Source: an optimization exercise on an open RTL-to-GDS flow (aim: small area). Production flows keep margins and buffers that such runs may drop. Only simulation tests tie the RTL to the original design; equivalence was not proved. Power and IR drop assume default switching activity.

<file path="design/flow/config.mk">
export PLATFORM = sky130hd
export DESIGN_NAME = DUFT_ap_ctrl_chain
export DESIGN_NICKNAME = DUFT_ap_ctrl_chain
export VERILOG_FILES = /design/flow/design.v
export SDC_FILE = /design/flow/constraint.sdc
export NUM_CORES = 4
export LEC_CHECK = 0
export CAP_MARGIN = 20
export CORE_MARGIN = 2
export CORE_UTILIZATION = 40
export SLEW_MARGIN = 20
</file>
<file path="design/flow/constraint.sdc">
create_clock -name core_clock -period 8.0 [get_ports {ap_clk}]
set_input_delay 1.6000 -clock core_clock [delete_from_list [all_inputs] [get_ports {ap_clk}]]
set_output_delay 1.6000 -clock core_clock [all_outputs]
set_load 0.01 [all_outputs]
</file>
<file path="design/flow/design.v">
`timescale 1ns / 100ps
module DUFT_ap_ctrl_chain(
  input [31:0]      addr,
  input [31:0]      wr_data,
  input [1:0]       rd_wr,
  output [31:0]     ap_return,
  input             ap_rst,
  input             ap_start,
  input             ap_continue,
  input             ap_ce,
  output            ap_idle,
  output            ap_ready,
  output            ap_done,
  input             ap_clk
);
  localparam H_IDLE = 3'b000;
  localparam H_ACK  = 3'b001;
  localparam H_RD   = 3'b010;
  localparam H_WR   = 3'b011;
  localparam H_DONE = 3'b100;
  localparam H_RST  = 3'b101;
  reg [2:0] h;
  reg [2:0] h_nx;
  always @(*) begin
    case (h)
      H_IDLE: h_nx = ap_start ? H_ACK : (rd_wr[1] ? H_RST : H_IDLE);
      H_ACK:  h_nx = rd_wr[0] ? H_RD : H_WR;
      H_RD, H_WR, H_RST: h_nx = H_DONE;
      H_DONE: h_nx = ap_continue ? H_IDLE : H_DONE;
      default: h_nx = H_IDLE;
    endcase
  end
  always @(posedge ap_clk)
    if (ap_rst) h <= H_IDLE;
    else        h <= h_nx;
  wire h_idle = (h == H_IDLE);
  wire h_done = (h == H_DONE);
  wire h_rd   = (h == H_RD);
  wire h_wr   = (h == H_WR);
  wire rst    = (h == H_RST);         
  assign ap_idle  = h_idle & ~ap_start;
  assign ap_ready = h_done;
  assign ap_done  = h_done;
  wire up0 = (addr[31:8] == 24'h000000);
  wire upF = (addr[31:8] == 24'hFF0000);
  wire lo00 = (addr[7:0] == 8'h00);
  wire lo01 = (addr[7:0] == 8'h01);
  wire r18 = up0 & (addr[7:3] == 5'b00011);
  wire r20 = up0 & (addr[7:5] == 3'b001);
  wire rlp = upF & lo01;
  wire wop = up0 & lo00;
  wire win = up0 & (addr[7:0] == 8'h10);
  wire wlp = upF & lo00;
  reg [1:0] ac;
  reg       ist;
  always @(posedge ap_clk) begin
    ac[0] <= rd_wr[0] ? (r18 | rlp) : (wop | wlp);
    ac[1] <= rd_wr[0] ? (r20 | rlp) : (win | wlp);
    ist   <= up0 & lo01;
  end
  reg [31:0] R;           
  reg [2:0]  opc;         
  reg [31:0] din;         
  reg [31:0] dout;        
  reg        dout_z;      
  reg [31:0] dft;         
  reg [31:0] tin;         
  localparam IDLE          = 4'd0;
  localparam INPUT_FLATTEN = 4'd1;
  localparam INPUT_DUT     = 4'd2;
  localparam INPUT_RDY     = 4'd3;
  localparam OUTPUT_WAIT   = 4'd4;
  localparam OUTPUT_VAL    = 4'd5;
  localparam OUTPUT_PACK   = 4'd6;
  localparam SCAN_PREP     = 4'd7;
  localparam SCAN          = 4'd8;
  localparam SCAN_RD       = 4'd9;
  localparam TICK          = 4'd10;
  reg [3:0] P;
  localparam D_IDLE   = 2'd0;
  localparam D_START  = 2'd1;
  localparam D_CALC   = 2'd2;
  localparam D_FINISH = 2'd3;
  reg [1:0]  D;
  reg [2:0]  calc;
  reg [31:0] q;           
  reg [5:0] cnt;
  wire op_input = (opc == 3'd1);
  wire op_run   = (opc == 3'd2);
  wire op_endr  = (opc == 3'd3);
  wire op_test  = (opc == 3'd4);
  wire op_next  = (opc == 3'd5);
  wire op_endt  = (opc == 3'd6);
  wire p_flat = (P == INPUT_FLATTEN);
  wire p_pack = (P == OUTPUT_PACK);
  wire p_prep = (P == SCAN_PREP);
  wire p_scan = (P == SCAN);
  wire p_srd  = (P == SCAN_RD);
  wire scan_ack  = cnt[0];                        
  wire scan_dump = cnt[5] & cnt[3] & cnt[0];      
  wire scan_end  = cnt[5] & cnt[3] & cnt[1];      
  wire srd_first = cnt[0];                        
  wire dut_commit_ack = p_pack | (p_srd & op_endt);
  wire dft_op_commit  = (p_scan & scan_end) | (p_srd & srd_first);
  wire sen = (P == INPUT_RDY) | p_prep | p_scan | (p_srd & (~op_endt | srd_first));
  wire [11:0] status = {
    p_prep, p_prep & scan_ack, dft_op_commit, p_srd,
    (P == INPUT_DUT), (D == D_START), (D == D_FINISH), dut_commit_ack,
    P };
  reg [3:0] P_nx;
  always @(*) begin
    case (P)
      IDLE:          P_nx = op_input ? INPUT_FLATTEN : IDLE;
      INPUT_FLATTEN: P_nx = INPUT_DUT;
      INPUT_DUT:     P_nx = (D == D_START) ? INPUT_RDY : INPUT_DUT;
      INPUT_RDY:     P_nx = op_run ? OUTPUT_WAIT : (op_test ? SCAN_PREP : INPUT_RDY);
      OUTPUT_WAIT:   P_nx = (D == D_FINISH) ? OUTPUT_VAL : OUTPUT_WAIT;
      OUTPUT_VAL:    P_nx = op_endr ? OUTPUT_PACK : OUTPUT_VAL;
      OUTPUT_PACK:   P_nx = IDLE;
      SCAN_PREP:     P_nx = scan_ack ? SCAN : SCAN_PREP;
      SCAN:          P_nx = scan_end ? SCAN_RD : SCAN;
      SCAN_RD:       P_nx = op_endt ? IDLE : (op_next ? TICK : SCAN_RD);
      TICK:          P_nx = SCAN_PREP;
      default:       P_nx = IDLE;
    endcase
  end
  always @(posedge ap_clk) begin
    if (rst) P <= IDLE;
    else     P <= P_nx;
    if (rst | ~(p_prep | p_scan)) cnt <= 6'd0;
    else                          cnt <= cnt + 6'd1;
  end
  reg [1:0] D_nx;
  always @(*) begin
    case (D)
      D_IDLE:   D_nx = (P == INPUT_DUT) ? D_START : D_IDLE;
      D_START:  D_nx = D_CALC;
      D_CALC:   D_nx = (calc == 3'd7) ? D_FINISH : D_CALC;
      default:  D_nx = dut_commit_ack ? D_IDLE : D_FINISH;
    endcase
  end
  wire calc_run = (D == D_CALC) & ~sen;
  wire dump = p_scan & scan_dump;
  wire [31:0] q_rot = {q[0], q[31:1]};
  always @(posedge ap_clk) begin
    if (rst)       D <= D_IDLE;
    else if (!sen) D <= D_nx;
    if (D == D_IDLE || D == D_FINISH) calc <= 3'd0;
    else if (calc_run)                calc <= calc + 3'd1;
    if (rst)           q <= 32'd0;
    else if (p_flat)   q <= din;
    else if (dump)     q <= q_rot;
    else if (calc_run) q <= q + 32'd1;
    if (dump) dft <= q_rot;
    if (p_pack) begin
      dout   <= q;
      dout_z <= rst;
    end
  end
  wire wr_go = h_wr & ap_ce;
  always @(posedge ap_clk) begin
    if (wr_go && ac == 2'd1) opc <= (R[31:3] == 29'd0) ? R[2:0] : 3'd0;
    if (wr_go && ac == 2'd2) din <= R;
    if (wr_go && ac == 2'd3) tin <= R;
  end
  wire rd_go = h_rd & ap_ce;
  wire s_st  = rd_go & (ac == 2'd0) & ist;
  wire s_18  = rd_go & (ac == 2'd1) & ~dout_z;
  wire s_20  = rd_go & (ac == 2'd2);
  wire s_lp  = rd_go & (ac == 2'd3);
  wire [31:0] rd_val = ({32{s_st}} & {20'd0, R[11:0]})
                     | ({32{s_18}} & dout)
                     | ({32{s_20}} & dft)
                     | ({32{s_lp}} & tin);
  wire load = (h == H_IDLE) | (h == H_ACK);
  always @(posedge ap_clk) begin
    if (load)         R <= {wr_data[31:12], rd_wr[0] ? status : wr_data[11:0]};
    else if (!h_done) R <= rd_val;
  end
  assign ap_return = R;
endmodule  
</file>
<file path="design/flow/run.sh">
#!/bin/bash
# synth_recipe.tcl (not shown) runs the flow's synth.tcl, then flattens the netlist and writes it again
# the make line also repeats each setting of config.mk as NAME=value (left out here)
make -C /OpenROAD-flow-scripts/flow DESIGN_CONFIG=/design/flow/config.mk WORK_HOME=/design/flow/orfs CLKGATE_MAP_FILE= SYNTH_SCRIPT=/design/flow/synth_recipe.tcl finish
</file>
==> results.py, run 1 <==
metrics = {
    "outcome": {
        "outcome": "no timing/DRC/antenna violations",
    },
    "clocking": {
        "cts_tree": "done",
        "cts.sinks": 217,
        "cts.htree.levels": 1,
        "post_cts_resized": 0,
        "post_cts_buffers": 0,
        "cts_hold_buf": 0,
        "root_buffer": "clkbuf_16",
        "clock_latency_ns": 0.51,
        "cts_buffer_depth": 3,
        "cts_made_buffers": 23,
        "clkTransAtPathRegs_ns": 0.06,
    },
    "worst_setup_path": {
        "crit_chain": "clkdlybuf4s50_1, nor3_1, clkdlybuf4s50_1",
        "cp-end-kind": "output port",
        "path_class": "primary input to output port",
        "r2r_start": "P[3]",
        "critPathLaunch": "ap_start",
        "path_depth": 3,
        "required_ns": 6.40,
        "crit_slowest_cell": "clkdlybuf4s50_1",
        "crit_family": "buffers and inverters",
        "rrSetupSlack_ns": 4.84,
        "critPathBufInv": 2,
        "worst_setup_path_start_kind": "primary input",
        "rr_endpoint": "q[30]",
        "path_common_cell": "clkdlybuf4s50_1",
        "crit_fanout": 3,
        "reg2reg_depth": 8,
        "critPathArrivalTime_ns": 2.79,
        "crit_path_end": "ap_idle",
        "max_stage_delay_ns": 0.57,
    },
    "power_and_ir_drop": {
        "finalPower_mw": 2.799,
        "power.switching_mw": 0.7267,
        "p_int_mw": 2.072,
        "seq_power_share": 0.509,
        "power.density_mw_per_mm2": 243.7,
        "p_sw_frac": 0.2596,
        "pwr-share-clk": 0.360,
        "ir_worst_vdd_uv": 106.5,
        "p_comb_frac": 0.131,
        "power.leakage_nw": 3.717,
    },
    "floorplanning": {
        "ios": 106,
        "die_h_um": 157.2,
        "die_w_um": 157.2,
        "initial_utilization": 0.4036,
        "rows": 56,
        "core_area_mm2": 0.02326,
        "dieArea_mm2": 0.02471,
    },
    "drt": {
        "viasPerCell": 5.724,
        "routed_wl_um": 24490,
        "drtIter0Drc": 844,
        "drt_pass1_iterations": 8,
        "vias": 6875,
        "drc": 0,
        "wl_per_cell_um": 20.39,
        "ant_nets": 0,
    },
    "sta": {
        "max_clock_freq_mhz": 228.0,
        "skew_ns": 0.01176,
        "relSlewSlack": 0.3235,
        "worst_slew_pin_slew_ns": 1.012,
        "slew_violations": 0,
        "rsz0062_at_grt": "false",
        "setup_viol": 0,
        "period_share": 0.5484,
        "worst_slack_ns": 3.613,
        "finalCriticalPeriod_ns": 4.387,
        "tns_ns": 0,
        "timing_hold_violations_final": 0,
    },
    "synthesis": {
        "synth_area_leader_cell": "edfxtp_1",
        "syn_area_mm2": 0.009388,
        "synth_seq_cells": 217,
        "synthCells": 772,
        "yosys.area.top_type_share": 0.5246,
        "synth_flop_cell": "edfxtp_1",
        "synth_nets": 852,
        "synthTopCellsByArea": "edfxtp_1, dfxtp_1, a222oi_1",
        "synthArstFlopShare": 0,
        "seq_area_frac_synth": 0.6376,
        "synth_edf_count": 164,
        "avgSynthCellArea_um2": 12.16,
        "yosysUniqueCellTypes": 73,
        "ys_warn_count": 1,
    },
    "final_layout": {
        "fin_util": 0.4938,
        "antennaDiodeCount": 0,
        "nFillCells": 2115,
        "fin_nets": 947,
        "area_delta_synth_final_pct": 22.36,
        "regArea_mm2": 0.005986,
        "multi_input_area_mm2": 0.003194,
        "layout-drive-gt1-share": 0.07710,
    },
    "job": {
        "maxCapViolCount": 0,
    },
    "grt": {
        "grt_overflow": 0,
        "grt_pass1_wl_um": 37730,
        "grt_max_degree": 50,
        "antenna_found_initial": 0,
        "grt_usage": 0.1970,
        "grt_pass1_vias": 6513,
    },
    "worst_hold_path": {
        "hold_class": "flop to flop",
    },
    "placement": {
        "place_ws_ns": 3.605,
        "io_buffer_count": 105,
        "gp_congestion": 0.8165,
        "dpl.hpwl_um": 15330,
    },
}
## how the worst min path moves through the flow
stage,start,endpoint,slack (ns),cells after the start
6_report,calc[2],calc[2],0.47,2
5_1_grt,calc[2],calc[2],0.50,2
4_1_cts,calc[2],calc[2],0.47,2
3_5_place_dp,calc[2],calc[2],0.47,2
3_3_place_gp,calc[2],calc[2],0.45,2
2_1_floorplan,calc[1],calc[1],0.45,2
## worst register-to-register path, cell delays in order (launching register included)
cell	delay [ns]
dfxtp_1	0.65
nor4b_2	0.40
nand2_2	0.35
inv_2	0.38
buf_4	0.63
a211oi_4	0.19
a22oi_1	0.22
o32a_1	0.17
o21ai_1	0.06
## stage by stage
| step | hold slack (ns) | instance area, um^2 | cells |
|---|---|---|---|
| CTS | 0.4747 | 11460 | 1200 |
| detailed placement | 0.4657 | 10760 | 1160 |
| global route | 0.4993 | 11490 | 1201 |
| global placement | 0.4535 | 10740 | 1159 |
| finish | 0.4711 | 11490 | 1201 |
| floorplan | 0.4471 | 9388 | 772 |
## Yosys cell counts, drive strengths merged, types with 10 or more instances
master,count
a211oi,16
a21oi,34
a222oi,32
a22oi,19
a31oi,18
and3,10
buf,19
clkbuf,26
dfxtp,53
edfxtp,164
inv,12
nand2,78
nand3,21
nand4,13
nor2,59
nor2b,14
nor3,21
nor4,15
o21ai,24
o22ai,18
xnor2,17
xor2,14
## kinds of logic (layout without fill, tap and decap cells)
kind of cell | after synthesis | count (layout) | share of synthesized area
compound gates | 190 | 190 | 0.1454
xor+xnor | 31 | 31 | 0.02892
fa+ha+maj | 9 | 9 | 0.01200
buf+inv | 57 | 167 | 0.02746
flops | 217 | 217 | 0.6376
mux | 2 | 2 | 0.002266
simple gates | 266 | 266 | 0.1463
## metal layers
metal,vias up,wire length [um],global-route usage
met5,-,0,0
met4,0,594,0.06450
met3,45,1355,0.02781
met2,220,11600,0.3134
met1,3419,10940,0.2788
li1,3191,-,-
## power groups by stage
stage | clock network [mW] | logic [mW] | registers (mW)
6_report | 1.01 | 0.366 | 1.43
5_1_grt | 1.06 | 0.402 | 1.44
3_3_place_gp | 0 | 0.363 | 1.45
2_1_floorplan | 0 | 0.185 | 1.42
4_1_cts | 1.02 | 0.370 | 1.43
3_5_place_dp | 0 | 0.368 | 1.45
## registers in the layout (all words and copies together) (netlist names), 4 cells and up
signal	count
P	4
R	32
dft	32
tin	32
q	32
dout	32
din	32
cnt	6
## placed cells by master, fill, tap and decap left out, drive strengths merged, types with 17 or more instances in the layout
master         Yosys  layout
edfxtp           164     164
clkdlybuf4s50      0     105
nand2             78      78
nor2              59      59
dfxtp             53      53
a21oi             34      34
a222oi            32      32
clkbuf            26      32
o21ai             24      24
nand3             21      21
nor3              21      21
a22oi             19      19
o22ai             18      18
a31oi             18      18
xnor2             17      17
## cell type report
class / count / area share
Sequential cell: 217 / 0.5211
Multi-Input combinational cell: 498 / 0.2781
Timing Repair Buffer: 115 / 0.1015
Clock buffer: 32 / 0.05479
Tap cell: 319 / 0.03475
Clock inverter: 8 / 0.005882
Inverter: 12 / 0.003921
==> run 2: changes to the inputs <==
--- a/design/flow/design.v
+++ b/design/flow/design.v
@@ -147,10 +147,9 @@
     else if (!sen) D <= D_nx;
     if (D == D_IDLE || D == D_FINISH) calc <= 3'd0;
     else if (calc_run)                calc <= calc + 3'd1;
-    if (rst)           q <= 32'd0;
-    else if (p_flat)   q <= din;
+    if (p_flat)        q <= din;
     else if (dump)     q <= q_rot;
-    else if (calc_run) q <= q + 32'd1;
+    else               q <= q + {31'd0, calc_run};
     if (dump) dft <= q_rot;
     if (p_pack) begin
       dout   <= q;
--- a/design/flow/config.mk
+++ b/design/flow/config.mk
@@ -8,4 +8,5 @@
 export CAP_MARGIN = 20
 export CORE_MARGIN = 2
 export CORE_UTILIZATION = 40
+export CTS_BUF_LIST = sky130_fd_sc_hd__clkbuf_4
 export SLEW_MARGIN = 20
==> run 2 against run 1 <==
Effect of this change:
- core utilization increased by 0.57 points
- via count decreased by 2.7%
- sequential share of layout area increased by 1.1 points
- non-clock buffer count decreased by 3
- count of clock-buffer cells in the layout increased by 50
- synthesized cell count decreased by 3.4%
- clock skew increased by 0.035 ns
- die area decreased by 2.7%
- cell count increased by 0.92%
- sequential power increased by about 20%
- worst setup slack got worse by 0.0029 ns
- final area decreased by 2.2%
- critical path type unchanged
- largest power group unchanged
==> results.py, run 2 <==
metrics = {
    "outcome": {
        "outcome": "no timing/DRC/antenna violations",
    },
    "grt": {
        "grt_pass1_vias": 6645,
        "grt_overflow": 0,
        "grt_usage": 0.1949,
        "grt_max_degree": 62,
        "antenna_found_initial": 0,
        "grt_pass1_wl_um": 36720,
    },
    "clocking": {
        "cts_made_buffers": 55,
        "cts.sinks": 217,
        "root_buffer": "clkbuf_4",
        "post_cts_resized": 0,
        "post_cts_buffers": 0,
        "cts_hold_buf": 0,
        "cts_buffer_depth": 3,
        "cts_tree": "done",
        "cts.htree.levels": 2,
        "clkTransAtPathRegs_ns": 0.07,
        "clock_latency_ns": 0.68,
    },
    "drt": {
        "wl_per_cell_um": 19.46,
        "ant_nets": 0,
        "drc": 0,
        "drt_pass1_iterations": 6,
        "routed_wl_um": 23580,
        "vias": 6690,
        "viasPerCell": 5.520,
        "drtIter0Drc": 509,
    },
    "floorplanning": {
        "ios": 106,
        "dieArea_mm2": 0.02405,
        "core_area_mm2": 0.02250,
        "initial_utilization": 0.4057,
        "die_h_um": 155.1,
        "rows": 55,
        "die_w_um": 155.1,
    },
    "synthesis": {
        "synth_nets": 826,
        "synth_seq_cells": 217,
        "synth.most_common_cell": "edfxtp_1",
        "synthArstFlopShare": 0,
        "synth_edf_count": 164,
        "synthCells": 746,
        "syn_area_mm2": 0.009129,
        "synth_flop_cell": "edfxtp_1",
        "yosys.area.top_type_share": 0.5395,
        "ys_warn_count": 1,
        "seq_area_frac_synth": 0.6557,
        "synth.cells.most_frequent": "edfxtp_1, a22oi_1, nor2_1",
        "synthTopCellsByArea": "edfxtp_1, dfxtp_1, a22oi_1",
        "avgSynthCellArea_um2": 12.24,
        "yosysUniqueCellTypes": 56,
        "synth_area_leader_cell": "edfxtp_1",
    },
    "worst_hold_path": {
        "min_path_cells": 2,
        "hold_start": "din[27]",
        "min_to": "q[27]",
        "hold_class": "flop to flop",
    },
    "worst_setup_path": {
        "r2r_start": "P[0]",
        "cp-end-kind": "output port",
        "rrSetupSlack_ns": 4.63,
        "critPathArrivalTime_ns": 2.79,
        "rr_endpoint": "q[20]",
        "path_common_cell": "clkdlybuf4s50_1",
        "worst_setup_path_start_kind": "primary input",
        "crit_family": "buffers and inverters",
        "required_ns": 6.40,
        "crit_fanout": 3,
        "max_stage_delay_ns": 0.57,
        "reg2reg_depth": 11,
        "critPathBufInv": 2,
        "crit_chain": "clkdlybuf4s50_1, nor3_1, clkdlybuf4s50_1",
        "crit_slowest_cell": "clkdlybuf4s50_1",
        "path_class": "primary input to output port",
    },
    "sta": {
        "setup_viol": 0,
        "slew_violations": 0,
        "skew_ns": 0.04636,
        "rsz0062_at_grt": "false",
        "finalCriticalPeriod_ns": 4.390,
        "period_share": 0.5487,
        "relSlewSlack": 0.3310,
        "timing_hold_violations_final": 0,
        "max_clock_freq_mhz": 227.8,
        "worst_slew_pin_slew_ns": 1.001,
        "tns_ns": 0,
    },
    "final_layout": {
        "layout_common_cells": "edfxtp_1, clkdlybuf4s50_1, clkbuf_4, a22oi_1, nor2_1",
        "nFillCells": 2043,
        "fin_util": 0.4995,
        "area_delta_synth_final_pct": 23.12,
        "layout-drive-gt1-share": 0.1188,
        "fin_nets": 959,
        "layout_commonest_cell": "edfxtp_1",
    },
    "power_and_ir_drop": {
        "power.density_mw_per_mm2": 290.9,
        "power.leakage_nw": 3.805,
        "ir_worst_vdd_uv": 154.8,
    },
    "job": {
        "maxCapViolCount": 0,
    },
    "placement": {
        "io_buffer_count": 105,
        "dpl.hpwl_um": 14650,
        "gp_congestion": 0.8541,
    },
}
run 2: cell count changes in the layout (fill, tap and decap cells not counted), moves of 8 or more:
| cell | previous run | this run |
|---|---|---|
| a211oi_1 | 15 | 7 |
| a222oi_1 | 32 | 0 |
| a22oi_1 | 19 | 67 |
| clkbuf_16 | 23 | 0 |
| clkbuf_4 | 0 | 82 |
| clkinv_1 | 2 | 18 |
| nand2_1 | 76 | 49 |
| nand3_1 | 20 | 28 |
| o21ai_0 | 20 | 31 |
| o22ai_1 | 18 | 8 |
run 2: power breakdown:
part           switching [mW]  internal, mW
logic                   0.315         0.283
registers               0.273          1.45
clock network           0.451         0.504
total                    1.04          2.23
run 2: through the flow:
| step | cell area [um^2] | worst slack [ns] | power (mW) | hold slack [ns] | cells |
|---|---|---|---|---|---|
| floorplan | 9129 | 3.477 | 2.009 | 0.4178 | 746 |
| global placement | 10450 | 3.620 | 2.328 | 0.4287 | 1105 |
| detailed placement | 10450 | 3.610 | 2.336 | 0.4362 | 1105 |
| CTS | 11180 | 3.604 | 3.301 | 0.4481 | 1209 |
| global route | 11240 | 3.558 | 3.459 | 0.4799 | 1211 |
| finish | 11240 | 3.610 | 3.270 | 0.4467 | 1212 |
run 2: metal layers:
layer / vias to the layer above / GRT usage / part of all wire
met1: 3259 / 0.2602 / 0.45
li1: 3175 / - / -
met2: 221 / 0.3189 / 0.47
met3: 35 / 0.04318 / 0.061
met4: 0 / 0.06129 / 0.018
met5: - / 0 / 0
run 2: worst max-delay path by stage:
stage / from / to / slack, ns / cells past startpoint
floorplan: P[2] / D[0] / 3.48 / 5
global placement: ap_start / ap_idle / 3.62 / 3
detailed placement: ap_start / ap_idle / 3.61 / 3
CTS: ap_start / ap_idle / 3.60 / 3
global route: ap_start / ap_idle / 3.56 / 3
finish: ap_start / ap_idle / 3.61 / 3
run 2: logic make-up after synthesis:
| group | after synthesis | share of synthesized area |
|---|---|---|
| adder cells (fa/ha/maj) | 9 | 0.01234 |
| flip-flops | 217 | 0.6557 |
| AND/OR/NAND/NOR | 239 | 0.1347 |
| buffers and inverters | 49 | 0.02371 |
| multiplexers | 3 | 0.003290 |
| XOR/XNOR | 34 | 0.03262 |
| AO/OA/AOI/OAI | 195 | 0.1376 |
run 2: cell type report:
class,instances,area (um^2),area share
flip-flops and latches,217,5986,0.5326
multi-input cells,480,2978,0.2649
repair buffers,112,1136,0.1011
clock buffers,82,615.6,0.05477
well taps,285,356.6,0.03173
clock inverters,22,115.1,0.01024
inverters,13,50.05,0.004453
diodes,1,2.502,0.0002226
run 2: worst reg2reg max path: stages (launching register included):
cell and delay [ns]:
dfxtp_1 0.64, nand2b_1 0.14, o21ai_0 0.33, nand3_1 0.29
inv_1 0.20, ha_1 0.24, ha_1 0.22, nand3_1 0.20
nor3_2 0.51, nand4_1 0.21, xor2_1 0.18, o21ai_0 0.13
==> run 3: changes to the inputs <==
==> design/flow/flow/run.sh (new file) <==
#!/bin/bash
# Standard ORFS layout (the standard.sh, standard synthesis), except that
# the port buffers inserted at global placement use the smallest buffer cell.
set -euo pipefail
export BUFFER_PORTS_ARGS="-buffer_cell sky130_fd_sc_hd__buf_1"
bash standard.sh > standard_flow.log 2>&1
==> design/flow/standard.sh (new file) <==
#!/bin/bash
# synth_recipe.tcl (not shown) runs the flow's synth.tcl, then flattens the netlist and writes it again
# the make line also repeats each setting of config.mk as NAME=value (left out here)
make -C /OpenROAD-flow-scripts/flow DESIGN_CONFIG=/design/flow/config.mk WORK_HOME=/design/flow/orfs CLKGATE_MAP_FILE= SYNTH_SCRIPT=/design/flow/synth_recipe.tcl "${@:-finish}"
removed: design/flow/run.sh
==> run 3 against run 2 <==
Effect of this change:
- flip-flop and latch count unchanged
- core utilization decreased by 2.7 points
- non-clock buffer count increased by 2
- sequential share of layout area increased by 3.0 points
- first-iteration DRC count decreased by 9.0%
- synthesized cell count unchanged
- count of clock-buffer cells in the layout increased by 9
- sequential power about the same
- worst setup slack improved by 0.68 ns
- fmax increased by 18%
- critical endpoint unchanged
- highest routed layer unchanged
==> results.py, run 3 <==
metrics = {
    "worst_setup_path": {
        "critPathBufInv": 1,
        "r2r_start": "P[0]",
        "required_ns": 6.40,
        "crit_path_end": "ap_idle",
        "max_stage_delay_ns": 0.62,
        "rrSetupSlack_ns": 4.62,
        "critPathArrivalTime_ns": 2.11,
        "critPathLaunch": "h[1]",
        "crit_family": "simple AND/OR/NAND/NOR gates",
        "cp-end-kind": "output port",
        "path_depth": 3,
        "crit_chain": "or2_2, nor3_1, buf_1",
        "rr_endpoint": "q[17]",
        "worst_setup_path_start_kind": "flop",
        "crit_fanout": 33,
        "path_class": "flop to output port",
        "reg2reg_depth": 10,
        "crit_slowest_cell": "or2_2",
    },
    "placement": {
        "place_ws_ns": 4.335,
        "io_buffer_count": 105,
        "gp_congestion": 0.8124,
        "dpl.hpwl_um": 14270,
    },
    "clocking": {
        "cts_hold_buf": 0,
        "clock_latency_ns": 0.68,
        "root_buffer": "clkbuf_4",
        "cts_buffer_depth": 3,
        "post_cts_resized": 0,
        "cts.sinks": 217,
        "post_cts_buffers": 0,
        "cts_made_buffers": 57,
        "cts.htree.levels": 2,
        "clkTransAtPathRegs_ns": 0.07,
        "cts_tree": "done",
    },
    "floorplanning": {
        "dieArea_mm2": 0.02405,
        "die_w_um": 155.1,
        "core_area_mm2": 0.02250,
        "rows": 55,
        "initial_utilization": 0.4057,
        "die_h_um": 155.1,
        "ios": 106,
    },
    "power_and_ir_drop": {
        "ir_worst_vdd_uv": 156.2,
        "p_sw_frac": 0.3199,
        "pwr-share-clk": 0.311,
        "p_int_mw": 2.205,
        "power.leakage_nw": 3.559,
        "power.density_mw_per_mm2": 304.7,
        "power.switching_mw": 1.037,
        "p_comb_frac": 0.162,
        "seq_power_share": 0.527,
    },
    "synthesis": {
        "synth_flop_cell": "edfxtp_1",
        "synthTopCellsByArea": "edfxtp_1, dfxtp_1, a22oi_1",
        "synthCells": 746,
        "ys_warn_count": 1,
        "synth_nets": 826,
        "yosysUniqueCellTypes": 56,
        "avgSynthCellArea_um2": 12.24,
        "synthArstFlopShare": 0,
        "synth_edf_count": 164,
        "synth.cells.most_frequent": "edfxtp_1, a22oi_1, nor2_1",
        "seq_area_frac_synth": 0.6557,
        "synth.most_common_cell": "edfxtp_1",
        "yosys.area.top_type_share": 0.5395,
        "syn_area_mm2": 0.009129,
        "synth_area_leader_cell": "edfxtp_1",
        "synth_seq_cells": 217,
    },
    "grt": {
        "grt_pass1_wl_um": 36000,
        "grt_pass1_vias": 6472,
        "antenna_found_initial": 1,
        "grt_usage": 0.1917,
        "grt_max_degree": 62,
        "grt_overflow": 0,
    },
    "final_layout": {
        "layout_commonest_cell": "edfxtp_1",
        "fin_nets": 963,
        "layout-drive-gt1-share": 0.1298,
        "area_delta_synth_final_pct": 16.57,
        "layout_common_cells": "edfxtp_1, buf_1, clkbuf_4, a22oi_1, nor2_1",
        "nFillCells": 2103,
    },
    "drt": {
        "ant_nets": 0,
        "drc": 0,
        "viasPerCell": 5.468,
        "routed_wl_um": 22830,
        "drt_pass1_iterations": 5,
        "vias": 6660,
        "drtIter0Drc": 463,
        "wl_per_cell_um": 18.75,
    },
    "sta": {
        "rsz0062_at_grt": "false",
        "worst_slew_pin_slew_ns": 1.027,
        "relSlewSlack": 0.3135,
        "finalCriticalPeriod_ns": 3.713,
        "timing_hold_violations_final": 0,
        "tns_ns": 0,
        "slew_violations": 0,
        "worst_slack_ns": 4.287,
        "setup_viol": 0,
        "skew_ns": 0.03400,
        "max_clock_freq_mhz": 269.3,
        "period_share": 0.4642,
    },
    "worst_hold_path": {
        "hold_class": "flop to flop",
    },
    "job": {
        "maxCapViolCount": 0,
    },
    "outcome": {
        "outcome": "no timing/DRC/antenna violations",
    },
}
[run 3: cell counts after synthesis]
No cell type changed its count.
[run 3: kinds of logic (layout without fill, tap and decap cells)]
logic type	Yosys count	in the layout	synth area share
buf+inv	49	235	0.02371
mux	3	3	0.003290
xor+xnor	34	34	0.03262
simple gates	239	239	0.1347
fa+ha+maj	9	9	0.01234
flops	217	217	0.6557
other cells	0	1	0
compound gates	195	195	0.1376
[run 3: per-stage QoR]
stage | utilization | hold WS [ns] | total power [mW] | cell area (um^2) | instances
after global routing | 0.4729 | 0.4751 | 3.427 | 10640 | 1218
after floorplan | - | 0.4178 | 2.009 | 9129 | 746
after CTS | 0.4707 | 0.4537 | 3.273 | 10590 | 1215
final | 0.4729 | 0.4505 | 3.242 | 10640 | 1218
after detailed placement | 0.4360 | 0.4379 | 2.258 | 9812 | 1107
after global placement | 0.4360 | 0.4279 | 2.254 | 9811 | 1107
[run 3: routing by layer]
metal / routed length [um] / vias to the layer above / GRT usage / share of wire
met5: 0 / - / 0 / 0
li1: - / 3197 / - / -
met1: 10110 / 3230 / 0.2586 / 0.44
met3: 1404 / 30 / 0.03928 / 0.061
met2: 10910 / 203 / 0.3094 / 0.48
met4: 412 / 0 / 0.06746 / 0.018
[run 3: worst min-delay path, cell delays in order, from the launching register on]
cell and delay, ns:
edfxtp_1 0.32, nand2_1 0.04, o21ai_1 0.05
[run 3: worst min-delay path by stage]
stage	start	end	cells past startpoint
2_1_floorplan	din[27]	q[27]	2
3_3_place_gp	din[7]	q[7]	2
3_5_place_dp	din[3]	q[3]	2
4_1_cts	din[3]	q[3]	2
5_1_grt	din[8]	q[8]	2
6_report	din[3]	q[3]	2
[run 3: power by group through the flow]
stage                     sequential, mW  clock [mW]  combinational, mW
after detailed placement            1.73           0              0.528
final                               1.71        1.01              0.525
after floorplan                     1.63           0              0.379
after CTS                           1.71        1.03              0.532
after global placement              1.73           0              0.521
after global routing                1.74        1.10              0.592
[run 3: cell type report]
type | count | area, um^2 | share of cell area
Antenna cell | 1 | 2.502 | 0.0002352
Sequential cell | 217 | 5986 | 0.5625
Multi-Input combinational cell | 480 | 2973 | 0.2794
Clock inverter | 17 | 96.34 | 0.009053
Timing Repair Buffer | 114 | 494.2 | 0.04644
Clock buffer | 91 | 683.2 | 0.06420
Tap cell | 285 | 356.6 | 0.03351
Inverter | 13 | 50.05 | 0.004703
==> run 4: changes to the inputs <==
==> design/flow/flow/run.sh (replaced) <==
#!/bin/bash
# Standard ORFS layout (the standard.sh, standard synthesis) with smaller
# port buffers and a clock tree built from small buffers without dummy loads.
set -euo pipefail
export BUFFER_PORTS_ARGS="-buffer_cell sky130_fd_sc_hd__buf_1"
export CTS_ARGS="-sink_clustering_enable -repair_clock_nets -dont_use_dummy_load -buf_list sky130_fd_sc_hd__clkbuf_8 -sink_clustering_size 16 -sink_clustering_max_diameter 60"
bash standard.sh > standard_flow.log 2>&1
--- a/design/flow/config.mk
+++ b/design/flow/config.mk
@@ -7,6 +7,5 @@
 export LEC_CHECK = 0
 export CAP_MARGIN = 20
 export CORE_MARGIN = 2
-export CORE_UTILIZATION = 40
-export CTS_BUF_LIST = sky130_fd_sc_hd__clkbuf_4
+export CORE_UTILIZATION = 50
 export SLEW_MARGIN = 20
==> run 4 against run 3 <==
Effect of this change:
- flip-flop and latch count stayed put
- sequential power about the same
- final area down 5.5%
- wire length rose by 1.2%
- critical path depth unchanged
- first-iteration DRC count is 15% higher
- largest cell class unchanged
==> results.py, run 4 <==
metrics = {
    "synthesis": {
        "synth_area_leader_cell": "edfxtp_1",
        "synthCells": 746,
        "yosys.area.top_type_share": 0.5395,
        "synth_flop_cell": "edfxtp_1",
        "avgSynthCellArea_um2": 12.24,
        "synth.cells.most_frequent": "edfxtp_1, a22oi_1, nor2_1",
        "synth_edf_count": 164,
        "syn_area_mm2": 0.009129,
        "synth_nets": 826,
        "synth_seq_cells": 217,
        "seq_area_frac_synth": 0.6557,
        "synthArstFlopShare": 0,
        "ys_warn_count": 1,
        "synthTopCellsByArea": "edfxtp_1, dfxtp_1, a22oi_1",
        "synth.most_common_cell": "edfxtp_1",
        "yosysUniqueCellTypes": 56,
    },
    "floorplanning": {
        "ios": 106,
        "core_area_mm2": 0.01796,
        "rows": 49,
        "die_w_um": 139.1,
        "initial_utilization": 0.5082,
        "dieArea_mm2": 0.01935,
        "die_h_um": 139.1,
    },
    "sta": {
        "relSlewSlack": 0.3361,
        "period_share": 0.4555,
        "finalCriticalPeriod_ns": 3.644,
        "worst_slew_pin_slew_ns": 0.9922,
        "timing_hold_violations_final": 0,
        "max_clock_freq_mhz": 274.4,
        "slew_violations": 0,
        "skew_ns": 0.04204,
        "rsz0062_at_grt": "false",
        "worst_slack_ns": 4.356,
        "setup_viol": 0,
        "tns_ns": 0,
    },
    "final_layout": {
        "fin_nets": 924,
        "layout_common_cells": "edfxtp_1, buf_1, a22oi_1, nor2_1, dfxtp_1",
        "area_delta_synth_final_pct": 10.10,
        "antennaDiodeCount": 0,
        "layout-drive-gt1-share": 0.05107,
        "nFillCells": 1559,
        "final_area_mm2": 0.01005,
        "layoutNonFillerInstCount": 1071,
        "layout_commonest_cell": "edfxtp_1",
    },
    "worst_hold_path": {
        "hold_class": "flop to flop",
    },
    "drt": {
        "ant_nets": 0,
        "drt_pass1_iterations": 5,
        "drc": 0,
        "routed_wl_um": 23100,
        "vias": 6543,
        "wl_per_cell_um": 21.57,
        "drtIter0Drc": 533,
        "viasPerCell": 6.109,
    },
    "placement": {
        "gp_congestion": 0.8983,
        "io_buffer_count": 105,
        "placed_cell_area_mm2": 0.009738,
        "place_ws_ns": 3.970,
        "dpl.hpwl_um": 14740,
        "place_inst": 1050,
    },
    "clocking": {
        "cts_made_buffers": 18,
        "cts_hold_buf": 0,
        "cts.htree.levels": 1,
        "cts_tree": "done",
        "post_cts_resized": 0,
        "clock_latency_ns": 0.51,
        "post_cts_buffers": 0,
        "cts_buffer_depth": 3,
        "root_buffer": "clkbuf_8",
        "clkTransAtPathRegs_ns": 0.10,
        "cts.sinks": 217,
    },
    "worst_setup_path": {
        "crit_fanout": 3,
        "required_ns": 6.40,
        "cp-end-kind": "output port",
        "worst_setup_path_start_kind": "primary input",
        "path_class": "primary input to output port",
        "rrSetupSlack_ns": 4.55,
        "critPathArrivalTime_ns": 2.04,
    },
    "grt": {
        "grt_overflow": 0,
        "grt_usage": 0.2377,
        "grt_max_degree": 62,
        "grt_pass1_wl_um": 36360,
        "grt_pass1_vias": 6390,
        "antenna_found_initial": 0,
    },
    "power_and_ir_drop": {
        "finalPower_mw": 2.790,
        "power.density_mw_per_mm2": 277.6,
        "ir_worst_vdd_uv": 175.9,
        "power.leakage_nw": 3.237,
    },
    "job": {
        "maxCapViolCount": 0,
    },
    "outcome": {
        "outcome": "no timing/DRC/antenna violations",
    },
}
[run 4: final timing paths]
path | to | from | depth (start not counted)
min reg2reg | q[25] | din[25] | 2
min | q[25] | din[25] | 2
max reg2reg | q[17] | P[0] | 10
max | ap_idle | ap_start | 3
[run 4: logic make-up after synthesis]
group                    after synthesis  share of synthesized area
AND/OR/NAND/NOR                      239                     0.1347
buffers and inverters                 49                    0.02371
AO/OA/AOI/OAI                        195                     0.1376
XOR/XNOR                              34                    0.03262
flip-flops                           217                     0.6557
multiplexers                           3                   0.003290
adder cells (fa/ha/maj)                9                    0.01234
[run 4: cell type report]
| type | count | area (um^2) | share of cell area |
|---|---|---|---|
| well taps | 229 | 286.5 | 0.02851 |
| multi-input cells | 480 | 2983 | 0.2968 |
| repair buffers | 114 | 498.0 | 0.04955 |
| flip-flops and latches | 217 | 5986 | 0.5955 |
| clock buffers | 18 | 247.7 | 0.02465 |
| inverters | 13 | 50.05 | 0.004979 |
[run 4: through the flow]
stage	hold slack, ns	utilization
after detailed placement	0.4436	0.5421
final	0.4613	0.5595
after floorplan	0.4178	-
after global routing	0.4790	0.5595
after CTS	0.4655	0.5559
after global placement	0.4337	0.5421
[run 4: layer usage]
| layer | up-vias | track usage | share of wire |
|---|---|---|---|
| li1 | 3041 | - | - |
| met3 | 44 | 0.02866 | 0.060 |
| met1 | 3233 | 0.3262 | 0.42 |
| met2 | 225 | 0.3967 | 0.49 |
| met5 | - | 0 | 0 |
| met4 | 0 | 0.08028 | 0.028 |
[run 4: report_power, final]
| group | switching (mW) | total (mW) | internal [mW] |
|---|---|---|---|
| clock | 0.340 | 0.543 | 0.203 |
| combinational | 0.321 | 0.536 | 0.215 |
| sequential | 0.268 | 1.71 | 1.44 |
[run 4: critical path, cell delays in order]
cell and delay [ns]:
buf_1 0.09, nor3_1 0.18, buf_1 0.18
==> run 5: changes to the inputs <==
==> design/flow/flow/run.sh (replaced) <==
#!/bin/bash
# Standard ORFS layout (the standard.sh, standard synthesis) with smaller
# port buffers and a clock tree built from small buffers without dummy loads.
set -euo pipefail
export BUFFER_PORTS_ARGS="-buffer_cell sky130_fd_sc_hd__buf_1"
export CTS_ARGS="-sink_clustering_enable -repair_clock_nets -dont_use_dummy_load -buf_list sky130_fd_sc_hd__clkbuf_16 -sink_clustering_size 30 -sink_clustering_max_diameter 80"
bash standard.sh > standard_flow.log 2>&1
==> run 5 against run 4 <==
Effect of this change:
- core utilization is 0.29 points higher
- count of clock-buffer cells in the layout is 6 lower
- global-route usage is 0.25 points lower
- hold slack worse by 0.020 ns
- final area is 0.52% higher
- sequential share of layout area is 0.31 points lower
==> results.py, run 5 <==
metrics = {
    "sta": {
        "finalCriticalPeriod_ns": 3.638,
        "hold_slack_ns": 0.4414,
        "setup_viol": 0,
        "tns_ns": 0,
        "period_share": 0.4548,
        "max_clock_freq_mhz": 274.9,
        "timing_hold_violations_final": 0,
        "rsz0062_at_grt": "false",
        "worst_slew_pin_slew_ns": 0.9840,
        "relSlewSlack": 0.3424,
        "skew_ns": 0.04502,
        "slew_violations": 0,
    },
    "final_layout": {
        "layout_common_cells": "edfxtp_1, buf_1, a22oi_1, nor2_1, dfxtp_1",
        "area_delta_synth_final_pct": 10.68,
        "layout_commonest_cell": "edfxtp_1",
        "layoutNonFillerInstCount": 1065,
        "fin_nets": 918,
        "antennaDiodeCount": 0,
        "layout-drive-gt1-share": 0.04426,
        "fin_util": 0.5624,
        "nFillCells": 1555,
    },
    "power_and_ir_drop": {
        "power.density_mw_per_mm2": 282.3,
        "p_sw_frac": 0.3238,
        "power.leakage_nw": 3.256,
        "p_comb_frac": 0.188,
        "power.switching_mw": 0.9235,
        "pwr-share-clk": 0.212,
        "p_int_mw": 1.928,
        "finalPower_mw": 2.852,
        "seq_power_share": 0.600,
        "ir_worst_vdd_uv": 165.7,
    },
    "synthesis": {
        "synth_flop_cell": "edfxtp_1",
        "synthArstFlopShare": 0,
        "synth_area_leader_cell": "edfxtp_1",
        "seq_area_frac_synth": 0.6557,
        "yosysUniqueCellTypes": 56,
        "synthCells": 746,
        "synth.most_common_cell": "edfxtp_1",
        "ys_warn_count": 1,
        "synth_edf_count": 164,
        "avgSynthCellArea_um2": 12.24,
        "synth_seq_cells": 217,
        "synthTopCellsByArea": "edfxtp_1, dfxtp_1, a22oi_1",
        "yosys.area.top_type_share": 0.5395,
        "synth_nets": 826,
        "syn_area_mm2": 0.009129,
        "synth.cells.most_frequent": "edfxtp_1, a22oi_1, nor2_1",
    },
    "clocking": {
        "root_buffer": "clkbuf_16",
        "cts_made_buffers": 12,
        "cts_tree": "done",
        "clock_latency_ns": 0.48,
        "post_cts_buffers": 0,
        "cts.htree.levels": 1,
        "post_cts_resized": 0,
        "cts.sinks": 217,
        "clkTransAtPathRegs_ns": 0.10,
        "cts_buffer_depth": 3,
        "cts_hold_buf": 0,
    },
    "worst_setup_path": {
        "path_class": "primary input to output port",
        "crit_fanout": 3,
        "cp-end-kind": "output port",
        "worst_setup_path_start_kind": "primary input",
        "critPathArrivalTime_ns": 2.04,
        "required_ns": 6.40,
    },
    "outcome": {
        "outcome": "no timing/DRC/antenna violations",
    },
    "grt": {
        "grt_max_degree": 62,
        "antenna_found_initial": 0,
        "grt_pass1_wl_um": 36060,
        "grt_pass1_vias": 6308,
        "grt_overflow": 0,
        "grt_usage": 0.2352,
    },
    "job": {
        "maxCapViolCount": 0,
    },
    "drt": {
        "routed_wl_um": 22940,
        "viasPerCell": 6.095,
        "wl_per_cell_um": 21.54,
        "vias": 6491,
        "ant_nets": 0,
        "drtIter0Drc": 523,
        "drt_pass1_iterations": 5,
        "drc": 0,
    },
    "floorplanning": {
        "dieArea_mm2": 0.01935,
        "die_h_um": 139.1,
        "initial_utilization": 0.5082,
        "die_w_um": 139.1,
        "ios": 106,
        "rows": 49,
        "core_area_mm2": 0.01796,
    },
    "placement": {
        "gp_congestion": 0.8983,
        "io_buffer_count": 105,
        "place_inst": 1050,
        "dpl.hpwl_um": 14740,
    },
    "worst_hold_path": {
        "hold_class": "flop to flop",
    },
}
==> run 5: cell types whose count changed in the layout (fill, tap and decap cells not counted), sizes merged <==
cell | before | now
clkbuf | 18 | 12
==> run 5: logic make-up (layout without fill, tap and decap cells) <==
| family | count (synthesis) | after routing | share of synthesized area |
|---|---|---|---|
| and+or+nand+nor | 239 | 239 | 0.1347 |
| DFF | 217 | 217 | 0.6557 |
| AOI/OAI and AO/OA | 195 | 195 | 0.1376 |
| buffers and inverters | 49 | 139 | 0.02371 |
| xor gates and xnor gates | 34 | 34 | 0.03262 |
| adders and majority gates | 9 | 9 | 0.01234 |
| muxes | 3 | 3 | 0.003290 |
==> run 5: area by class of cell <==
type | instances | area, um^2 | area share
Timing Repair Buffer | 114 | 498.0 | 0.04929
Multi-Input combinational cell | 480 | 2983 | 0.2952
Clock buffer | 12 | 300.3 | 0.02972
Sequential cell | 217 | 5986 | 0.5924
Inverter | 13 | 50.05 | 0.004954
Tap cell | 229 | 286.5 | 0.02836
==> run 5: worst paths after layout <==
check / cells after the start / endpoint / slack [ns] / start
max: 3 / ap_idle / 4.36 / ap_start
min: 2 / q[25] / 0.44 / din[25]
min reg2reg: 2 / q[25] / 0.44 / din[25]
max reg2reg: 10 / q[17] / 4.52 / P[0]
==> run 5: power groups by stage <==
stage | clock [mW] | combinational, mW | sequential, mW
final | 0.606 | 0.535 | 1.71
after global routing | 0.656 | 0.603 | 1.74
after CTS | 0.621 | 0.534 | 1.71
after detailed placement | 0 | 0.531 | 1.73
after global placement | 0 | 0.517 | 1.72
after floorplan | 0 | 0.379 | 1.63
==> run 5: per-stage QoR <==
| step | setup WS (ns) | instance area (um^2) |
|---|---|---|
| 6_report | 4.362 | 10100 |
| 2_1_floorplan | 3.477 | 9129 |
| 4_1_cts | 4.359 | 10040 |
| 3_5_place_dp | 3.970 | 9738 |
| 5_1_grt | 4.244 | 10100 |
| 3_3_place_gp | 4.146 | 9738 |
==> run 5: critical path, cell delays in order <==
cell and delay [ns]:
buf_1 0.09, nor3_1 0.17, buf_1 0.17
==> run 5: layer usage <==
layer  track usage  routed length (um)
met1        0.3251               10020
met2        0.3988               11290
met3       0.02417                1104
met4       0.06805                 531
met5             0                   0
==> run 6: changes to the inputs <==
==> design/flow/flow/run.sh (replaced) <==
#!/bin/bash
# Layout flow: the standard ORFS flow (standard.sh) with three changes
# that only affect how the layout is made:
#  - synthesis is the standard synthesis script, except that the final
#    ABC technology-mapping call uses an area-oriented script (flow/area.abc);
#    registers are mapped before ABC runs, so they are unchanged;
#  - the port buffers inserted at global placement use sky130 buf_1;
#  - the clock tree uses clkbuf_8 buffers, clusters of at most 16 sinks and
#    no dummy loads.
set -euo pipefail
here=$(pwd)
{
  echo "proc abc {args} {"
  echo "  set i [lsearch \$args -script]"
  echo "  if {\$i >= 0} { set args [lreplace \$args \$i [expr {\$i + 1}] -script $here/flow/area.abc] }"
  echo "  yosys abc {*}\$args"
  echo "}"
  cat "$here/synth_recipe.tcl"
} > "$here/area_synth.tcl"
sed "s#SYNTH_SCRIPT=[^ ]*synth_recipe.tcl#SYNTH_SCRIPT=$here/area_synth.tcl#" standard.sh > area_standard.sh
grep -q area_synth.tcl area_standard.sh
export BUFFER_PORTS_ARGS="-buffer_cell sky130_fd_sc_hd__buf_1"
export CTS_ARGS="-sink_clustering_enable -repair_clock_nets -dont_use_dummy_load -buf_list sky130_fd_sc_hd__clkbuf_8 -sink_clustering_size 16 -sink_clustering_max_diameter 60"
bash area_standard.sh > standard_flow.log 2>&1
==> design/flow/flow/area.abc (new file) <==
strash
dc2
dc2
dch -f
amap
strash
dc2
dc2
dch -f
amap
strash
dc2
dch -f
amap
==> design/flow/config.mk (replaced) <==
export PLATFORM = sky130hd
export DESIGN_NAME = DUFT_ap_ctrl_chain
export DESIGN_NICKNAME = DUFT_ap_ctrl_chain
export VERILOG_FILES = /design/flow/design.v
export SDC_FILE = /design/flow/constraint.sdc
export NUM_CORES = 4
export LEC_CHECK = 0
export CAP_MARGIN = 0
export CORE_MARGIN = 2
export CORE_UTILIZATION = 65
export SLEW_MARGIN = 0
==> run 6 against run 5 <==
Effect of this change:
- still clean on timing, DRC and antenna
- hold slack lost 0.0089 ns
- core utilization grew 17 points
- critical path depth grew 29
- worst setup slack lost 2.2 ns
- global-route usage grew 6.8 points
- cell count shrank 4.9%
- critical path type is now flop to flop
- critical endpoint is now q[29]
- largest cell class unchanged
- largest power group unchanged
==> results.py, run 6 <==
metrics = {
    "synthesis": {
        "synth_top_family_by_area": "compound AO/OA/AOI/OAI gates",
        "synth_flop_cell": "edfxtp_1",
        "synth_compound_area_frac": 0.1522,
        "synth_edf_count": 164,
        "synthArstFlopShare": 0,
        "synth_nets": 784,
        "synth.most_common_cell": "edfxtp_1",
        "avgSynthCellArea_um2": 12.37,
        "synth_seq_cells": 217,
        "synth_fa_ha_area_frac": 0.01293,
        "yosysUniqueCellTypes": 44,
        "synth_simple_gate_area_frac": 0.1237,
        "synthCells": 704,
        "seq_area_frac_synth": 0.6874,
        "synth_area_leader_cell": "edfxtp_1",
        "synth.area.mux_share": 0,
        "syn_area_mm2": 0.008708,
        "synthTopCellsByArea": "edfxtp_1, dfxtp_1, nand2_1",
        "ys_warn_count": 1,
        "synth_xor_area_frac": 0.001006,
        "yosys.area.top_type_share": 0.5655,
        "synth.cells.most_frequent": "edfxtp_1, nand2_1, nor2_1",
    },
    "placement": {
        "gp_congestion": 0.8826,
        "io_buffer_count": 105,
        "placed_cell_area_mm2": 0.009438,
        "dpl.hpwl_um": 14040,
    },
    "worst_setup_path": {
        "r2r_start": "P[3]",
        "path_depth": 32,
        "crit_family": "simple AND/OR/NAND/NOR gates",
        "critPathLaunch": "P[3]",
        "crit_fanout": 6,
        "cp-end-kind": "flop",
        "worst_setup_path_start_kind": "flop",
        "rrSetupSlack_ns": 2.18,
        "path_class": "flop to flop",
        "max_stage_delay_ns": 0.42,
        "path_common_cell": "nor2_1",
        "critPathBufInv": 0,
        "crit_slowest_cell": "dfxtp_1",
        "critPathArrivalTime_ns": 6.17,
        "required_ns": 8.35,
        "reg2reg_depth": 32,
        "rr_endpoint": "q[29]",
    },
    "grt": {
        "grt_pass1_wl_um": 33580,
        "grt_overflow": 0,
        "antenna_found_initial": 1,
        "grt_usage": 0.3032,
        "grt_pass1_vias": 6280,
        "grt_max_degree": 43,
    },
    "sta": {
        "tns_ns": 0,
        "skew_ns": 0.02022,
        "rsz0062_at_grt": "false",
        "relSlewSlack": 0.2310,
        "timing_hold_violations_final": 0,
        "period_share": 0.7276,
        "slew_violations": 0,
        "max_clock_freq_mhz": 171.8,
        "setup_viol": 0,
        "finalCriticalPeriod_ns": 5.821,
        "worst_slew_pin_slew_ns": 1.146,
    },
    "drt": {
        "ant_nets": 0,
        "wl_per_cell_um": 21.38,
        "viasPerCell": 6.509,
        "drt_pass1_iterations": 7,
        "drc": 0,
        "routed_wl_um": 21660,
        "vias": 6594,
        "drtIter0Drc": 816,
    },
    "floorplanning": {
        "dieArea_mm2": 0.01434,
        "die_h_um": 119.7,
        "die_w_um": 119.7,
        "rows": 42,
        "ios": 106,
        "core_area_mm2": 0.01314,
        "initial_utilization": 0.6629,
    },
    "worst_hold_path": {
        "hold_start": "din[16]",
        "min_path_cells": 2,
        "hold_class": "flop to flop",
        "min_to": "q[16]",
    },
    "final_layout": {
        "layout_commonest_cell": "edfxtp_1",
        "fin_nets": 919,
        "fin_util": 0.7362,
        "layout_common_cells": "edfxtp_1, buf_1, nand2_1, nor2_1, dfxtp_1",
        "layout-drive-gt1-share": 0.04301,
        "final_area_mm2": 0.009672,
        "antennaDiodeCount": 0,
        "area_delta_synth_final_pct": 11.06,
        "nFillCells": 873,
    },
    "clocking": {
        "root_buffer": "clkbuf_8",
        "post_cts_resized": 0,
        "post_cts_buffers": 0,
        "cts_hold_buf": 0,
        "clkTransAtPathRegs_ns": 0.10,
        "cts_tree": "done",
        "cts_made_buffers": 17,
        "cts_buffer_depth": 3,
        "cts.sinks": 217,
        "cts.htree.levels": 1,
        "clock_latency_ns": 0.51,
    },
    "outcome": {
        "outcome": "no timing/DRC/antenna violations",
    },
    "power_and_ir_drop": {
        "power.density_mw_per_mm2": 285.6,
        "power.leakage_nw": 3.139,
        "ir_worst_vdd_uv": 194.8,
        "finalPower_mw": 2.762,
    },
    "job": {
        "maxCapViolCount": 0,
    },
}
[run 6: cell count changes in the layout (fill, tap and decap cells not counted), moves of 13 or more]
cell,before,now
a22oi_1,67,6
clkinv_1,0,50
nand2_1,49,78
a222oi_1,0,25
nand3_1,28,6
nor2_1,54,75
xor2_1,19,1
clkbuf_8,0,17
a21oi_1,39,24
o221ai_1,0,15
xnor2_1,15,0
o21ai_0,31,44
[run 6: per-layer routing]
| layer | up-vias | part of all wire | wire, um | global-route usage |
|---|---|---|---|---|
| met5 | - | 0 | 0 | 0 |
| met4 | 0 | 0.020 | 438 | 0.06618 |
| met3 | 44 | 0.10 | 2250 | 0.04420 |
| met2 | 386 | 0.49 | 10560 | 0.4993 |
| met1 | 3160 | 0.39 | 8418 | 0.4367 |
| li1 | 3004 | - | - | - |
[run 6: layout make-up]
class	instances	area, um^2	share of cell area
clock buffers	17	234.0	0.02419
well taps	176	220.2	0.02277
multi-input cells	435	2556	0.2643
flip-flops and latches	217	5986	0.6189
inverters	51	191.4	0.01979
repair buffers	117	484.2	0.05006
[run 6: how the worst max path moves through the flow]
stage	end	slack, ns
6_report	q[29]	2.18
5_1_grt	q[29]	1.52
4_1_cts	q[29]	2.25
3_5_place_dp	q[29]	2.36
3_3_place_gp	q[30]	2.80
2_1_floorplan	q[30]	3.32
[run 6: where the power goes]
group	leakage (nW)	switching [mW]	internal [mW]
registers	1.99	0.227	1.46
clock network	0.122	0.326	0.192
logic	1.03	0.333	0.221
total	3.14	0.886	1.88
[run 6: through the flow]
stage	hold slack (ns)	std cells	setup WS (ns)
global placement	0.4244	996	2.801
floorplan	0.4178	704	3.316
finish	0.4325	1013	2.179
global route	0.4672	1013	1.517
CTS	0.4403	1013	2.251
detailed placement	0.4313	996	2.357
[run 6: worst register-to-register path: cells and delay by family (launching register included)]
family                   cells  cell delay (ns)
AND/OR/NAND/NOR             27             4.31
AO/OA/AOI/OAI                4             0.66
flip-flops                   1             0.42
adder cells (fa/ha/maj)      1             0.26
[run 6: cells by family after synthesis]
kind of cell,count (synthesis)
AND/OR/NAND/NOR,239
flip-flops,217
AO/OA/AOI/OAI,186
buffers and inverters,52
adder cells (fa/ha/maj),9
XOR/XNOR,1
==> run 7: changes to the inputs <==
==> design/flow/config.mk (replaced) <==
export PLATFORM = sky130hd
export DESIGN_NAME = DUFT_ap_ctrl_chain
export DESIGN_NICKNAME = DUFT_ap_ctrl_chain
export VERILOG_FILES = /design/flow/design.v
export SDC_FILE = /design/flow/constraint.sdc
export NUM_CORES = 4
export LEC_CHECK = 0
export CAP_MARGIN = 20
export CORE_MARGIN = 2
export CORE_UTILIZATION = 50
export GPL_TIMING_DRIVEN = 0
export SLEW_MARGIN = 20
==> run 7 against run 6 <==
Effect of this change:
- area after synthesis stayed put
- combinational power is 1% lower
- fmax is 1.3% lower
- register-to-register slack worse by 0.08 ns
- clock power is 5.0% higher
- flip-flop and latch count stayed put
- total power hardly changed
- still clean on timing, DRC and antenna
- cell count is 6.0% higher
==> results.py, run 7 <==
metrics = {
    "outcome": {
        "outcome": "no timing/DRC/antenna violations",
    },
    "worst_setup_path": {
        "crit_fanout": 6,
        "reg2reg_depth": 33,
        "cp-end-kind": "flop",
        "r2r_start": "P[2]",
        "critPathArrivalTime_ns": 6.31,
        "path_class": "flop to flop",
        "max_stage_delay_ns": 0.41,
        "crit_slowest_cell": "nor2b_1",
        "worst_setup_path_start_kind": "flop",
        "path_common_cell": "nor2_1",
        "required_ns": 8.41,
        "critPathLaunch": "P[2]",
    },
    "synthesis": {
        "synthCells": 704,
        "synthArstFlopShare": 0,
        "syn_area_mm2": 0.008708,
        "seq_area_frac_synth": 0.6874,
        "synth_area_leader_cell": "edfxtp_1",
        "synth_edf_count": 164,
        "synth.most_common_cell": "edfxtp_1",
        "synthTopCellsByArea": "edfxtp_1, dfxtp_1, nand2_1",
        "synth_nets": 784,
        "synth.cells.most_frequent": "edfxtp_1, nand2_1, nor2_1",
        "synth_flop_cell": "edfxtp_1",
        "avgSynthCellArea_um2": 12.37,
        "synth_seq_cells": 217,
        "yosys.area.top_type_share": 0.5655,
        "yosysUniqueCellTypes": 44,
        "ys_warn_count": 1,
    },
    "power_and_ir_drop": {
        "power.leakage_nw": 3.224,
        "power.density_mw_per_mm2": 278.9,
        "finalPower_mw": 2.762,
        "ir_worst_vdd_uv": 136.6,
    },
    "grt": {
        "grt_usage": 0.2392,
        "grt_max_degree": 68,
        "antenna_found_initial": 0,
        "grt_overflow": 0,
        "grt_pass1_wl_um": 34090,
        "grt_pass1_vias": 6303,
    },
    "placement": {
        "io_buffer_count": 105,
        "gp_congestion": 0.9222,
        "dpl.hpwl_um": 15160,
        "place_ws_ns": 2.260,
        "placed_cell_area_mm2": 0.009653,
    },
    "floorplanning": {
        "rows": 48,
        "dieArea_mm2": 0.01849,
        "initial_utilization": 0.5070,
        "core_area_mm2": 0.01718,
        "die_h_um": 136.0,
        "die_w_um": 136.0,
        "ios": 106,
    },
    "clocking": {
        "root_buffer": "clkbuf_8",
        "cts_tree": "done",
        "cts.sinks": 217,
        "clock_latency_ns": 0.53,
        "cts_made_buffers": 18,
        "cts_buffer_depth": 3,
        "post_cts_buffers": 0,
        "clkTransAtPathRegs_ns": 0.10,
        "cts_hold_buf": 0,
        "cts.htree.levels": 1,
        "post_cts_resized": 0,
    },
    "sta": {
        "worst_slack_ns": 2.104,
        "relSlewSlack": 0.4008,
        "setup_viol": 0,
        "finalCriticalPeriod_ns": 5.896,
        "skew_ns": 0.04375,
        "rsz0062_at_grt": "false",
        "tns_ns": 0,
        "max_clock_freq_mhz": 169.6,
        "worst_slew_pin_slew_ns": 0.8920,
        "timing_hold_violations_final": 0,
        "period_share": 0.7370,
        "slew_violations": 0,
    },
    "final_layout": {
        "antennaDiodeCount": 0,
        "fin_nets": 931,
        "layout_commonest_cell": "edfxtp_1",
        "layout-drive-gt1-share": 0.06243,
        "final_area_mm2": 0.009903,
        "layout_common_cells": "edfxtp_1, buf_1, nand2_1, nor2_1, dfxtp_1",
        "area_delta_synth_final_pct": 13.72,
    },
    "job": {
        "maxCapViolCount": 0,
    },
    "drt": {
        "viasPerCell": 6.035,
        "wl_per_cell_um": 20.34,
        "vias": 6482,
        "routed_wl_um": 21850,
        "ant_nets": 0,
        "drtIter0Drc": 547,
        "drt_pass1_iterations": 7,
        "drc": 0,
    },
    "worst_hold_path": {
        "min_path_cells": 2,
        "hold_class": "flop to flop",
        "hold_start": "din[28]",
    },
}
[run 7: cell counts after synthesis]
Identical to the previous run, type by type.
[run 7: layout make-up]
type                    count  area [um^2]
well taps                 225        281.5
repair buffers            127        610.6
fillers                  1484         7273
clock buffers              18        247.7
multi-input cells         435         2571
inverters                  51        198.9
flip-flops and latches    217         5986
plain buffers               1        7.507
[run 7: report_power, final]
part | leakage (nW) | internal (mW) | total, mW | switching [mW]
Combinational | 1.10 | 0.223 | 0.546 | 0.324
Clock | 0.129 | 0.203 | 0.544 | 0.341
Sequential | 1.99 | 1.46 | 1.67 | 0.209
[run 7: kinds of logic (layout without fill, tap and decap cells)]
group / count (synthesis) / count (layout) / share of synthesized area
and+or+nand+nor: 239 / 239 / 0.1237
DFF: 217 / 217 / 0.6874
AOI/OAI and AO/OA: 186 / 186 / 0.1522
buffers and inverters: 52 / 197 / 0.02284
adders and majority gates: 9 / 9 / 0.01293
xor gates and xnor gates: 1 / 1 / 0.001006
[run 7: metal layers]
metal | track usage | vias to the layer above | routed length, um | part of all wire
li1 | - | 3028 | - | -
met5 | 0 | - | 0 | 0
met2 | 0.3889 | 274 | 10170 | 0.47
met3 | 0.03020 | 45 | 1514 | 0.069
met4 | 0.06539 | 0 | 513 | 0.023
met1 | 0.3421 | 3135 | 9650 | 0.44
[run 7: stage by stage]
step | hold slack (ns) | util | instances
after floorplan | 0.4178 | - | 704
after global placement | 0.4232 | 0.5463 | 1034
after detailed placement | 0.4325 | 0.5620 | 1056
after CTS | 0.4303 | 0.5764 | 1074
after global routing | 0.4585 | 0.5766 | 1074
final | 0.4285 | 0.5766 | 1074
[run 7: worst paths after layout]
kind / endpoint / slack [ns]
setup / recovery: q[30] / 2.10
hold / removal: q[28] / 0.43
setup reg to reg: q[30] / 2.10
hold reg to reg: q[28] / 0.43
[run 7: critical path, delay by kind of cell, from the launching register on]
kind / cells / cell delay [ns]
buf+inv: 2 / 0.16
fa+ha+maj: 2 / 0.43
flops: 1 / 0.35
compound gates: 2 / 0.29
simple gates: 27 / 4.57
==> run 8: changes to the inputs <==
--- a/design/flow/config.mk
+++ b/design/flow/config.mk
@@ -8,5 +8,4 @@
 export CAP_MARGIN = 20
 export CORE_MARGIN = 2
 export CORE_UTILIZATION = 50
-export GPL_TIMING_DRIVEN = 0
 export SLEW_MARGIN = 20
==> run 8 against run 7 <==
Effect of this change:
- area after synthesis unchanged
- clock power decreased by 2%
- synthesized cell count unchanged
- hold slack improved by 0.00085 ns
- fmax increased by 4.6%
- non-clock buffer count decreased by 12
- critical endpoint unchanged
- highest routed layer unchanged
- flip-flop and latch count unchanged
- die area unchanged
==> results.py, run 8 <==
metrics = {
    "clocking": {
        "post_cts_buffers": 0,
        "cts.sinks": 217,
        "clock_latency_ns": 0.51,
        "cts_made_buffers": 18,
        "cts_tree": "done",
        "root_buffer": "clkbuf_8",
        "clkTransAtPathRegs_ns": 0.10,
        "cts_buffer_depth": 3,
        "post_cts_resized": 0,
        "cts.htree.levels": 1,
        "cts_hold_buf": 0,
    },
    "final_layout": {
        "layout_common_cells": "edfxtp_1, buf_1, nand2_1, nor2_1, dfxtp_1",
        "fin_util": 0.5672,
        "layout_commonest_cell": "edfxtp_1",
        "fin_nets": 919,
        "antennaDiodeCount": 0,
        "area_delta_synth_final_pct": 11.87,
        "layout-drive-gt1-share": 0.04540,
        "layoutNonFillerInstCount": 1062,
    },
    "worst_setup_path": {
        "worst_setup_path_start_kind": "flop",
        "required_ns": 8.39,
        "crit_slowest_cell": "edfxtp_1",
        "cp-end-kind": "flop",
        "critPathArrivalTime_ns": 6.03,
        "path_common_cell": "nor2_1",
        "max_stage_delay_ns": 0.41,
        "path_class": "flop to flop",
        "crit_fanout": 6,
    },
    "floorplanning": {
        "dieArea_mm2": 0.01849,
        "die_w_um": 136.0,
        "ios": 106,
        "core_area_mm2": 0.01718,
        "die_h_um": 136.0,
        "rows": 48,
        "initial_utilization": 0.5070,
    },
    "synthesis": {
        "synthArstFlopShare": 0,
        "synth.cells.most_frequent": "edfxtp_1, nand2_1, nor2_1",
        "ys_warn_count": 1,
        "yosysUniqueCellTypes": 44,
        "avgSynthCellArea_um2": 12.37,
        "seq_area_frac_synth": 0.6874,
        "synth_area_leader_cell": "edfxtp_1",
        "yosys.area.top_type_share": 0.5655,
        "synth_flop_cell": "edfxtp_1",
        "synthCells": 704,
        "synth_nets": 784,
        "synth_edf_count": 164,
        "synthTopCellsByArea": "edfxtp_1, dfxtp_1, nand2_1",
        "synth_seq_cells": 217,
        "synth.most_common_cell": "edfxtp_1",
        "syn_area_mm2": 0.008708,
    },
    "sta": {
        "max_clock_freq_mhz": 177.4,
        "worst_slack_ns": 2.362,
        "worst_slew_pin_slew_ns": 0.9996,
        "timing_hold_violations_final": 0,
        "setup_viol": 0,
        "skew_ns": 0.02752,
        "rsz0062_at_grt": "false",
        "finalCriticalPeriod_ns": 5.638,
        "slew_violations": 0,
        "tns_ns": 0,
        "period_share": 0.7047,
        "relSlewSlack": 0.3284,
    },
    "outcome": {
        "outcome": "no timing/DRC/antenna violations",
    },
    "placement": {
        "gp_congestion": 0.8999,
        "place_inst": 1044,
        "io_buffer_count": 105,
        "place_ws_ns": 2.444,
        "dpl.hpwl_um": 14050,
    },
    "drt": {
        "m1WireLength_um": 9693,
        "routed_wl_um": 21950,
        "wl_per_cell_um": 20.67,
        "drc": 0,
        "top_layer": "met4",
        "ant_nets": 0,
        "drt_pass1_iterations": 5,
        "dr_wl_met3_um": 1606,
        "dr_wl_met2_um": 10280,
        "vias": 6401,
        "drtIter0Drc": 604,
        "viasPerCell": 6.027,
    },
    "job": {
        "maxCapViolCount": 0,
    },
    "grt": {
        "grt_pass1_vias": 6145,
        "antenna_found_initial": 0,
        "grt_usage": 0.2378,
        "grt_max_degree": 43,
        "grt_pass1_wl_um": 33750,
        "grt_overflow": 0,
    },
    "power_and_ir_drop": {
        "power.density_mw_per_mm2": 282.9,
        "power.leakage_nw": 3.141,
        "finalPower_mw": 2.756,
        "ir_worst_vdd_uv": 159.0,
    },
    "worst_hold_path": {
        "hold_class": "flop to flop",
    },
}
## run 8: cell families (layout without fill, tap and decap cells)
logic type | after synthesis | after routing | synth area share
compound gates | 186 | 186 | 0.1522
fa+ha+maj | 9 | 9 | 0.01293
simple gates | 239 | 239 | 0.1237
flops | 217 | 217 | 0.6874
xor+xnor | 1 | 1 | 0.001006
buf+inv | 52 | 185 | 0.02284
## run 8: final timing paths
kind	start	end	slack, ns	cells past startpoint
min	din[1]	q[1]	0.43	2
min reg2reg	din[1]	q[1]	0.43	2
max reg2reg	opc[2]	q[30]	2.36	33
max	opc[2]	q[30]	2.36	33
## run 8: area by class of cell
class	count	area, um^2
Clock buffer	18	247.7
Fill cell	1477	7435
Inverter	51	191.4
Multi-Input combinational cell	435	2559
Sequential cell	217	5986
Tap cell	225	281.5
Timing Repair Buffer	116	476.7
## run 8: report_power, final
| group | total [mW] | internal (mW) | switching, mW |
|---|---|---|---|
| logic | 0.534 | 0.218 | 0.316 |
| clock network | 0.533 | 0.203 | 0.330 |
| registers | 1.69 | 1.46 | 0.225 |
| total | 2.76 | 1.88 | 0.872 |
## run 8: worst max-delay path: cells and delay by family, from the launching register on
kind | cells | cell delay (ns)
adder cells (fa/ha/maj) | 2 | 0.44
flip-flops | 1 | 0.41
buffers and inverters | 2 | 0.24
AND/OR/NAND/NOR | 27 | 4.18
AO/OA/AOI/OAI | 2 | 0.25
## run 8: through the flow
step / hold WS, ns / instance area [um^2]
6_report: 0.4294 / 9742
5_1_grt: 0.4724 / 9742
3_5_place_dp: 0.4321 / 9492
3_3_place_gp: 0.4288 / 9492
2_1_floorplan: 0.4178 / 8708
4_1_cts: 0.4271 / 9739
## run 8: metal layers
layer	track usage	up-vias
li1	-	3000
met1	0.3350	3109
met2	0.3895	262
met3	0.04586	30
met4	0.04688	0
met5	0	-

Re-timed with assumed drivers on the ports (clkbuf_16 on the clock, buf_2 on other inputs), run 8 has 2.362 ns of setup slack against 2.362 ns with ideal ports, and 2.362 ns once port delays also move by the mid clock arrival of 0.526 ns.
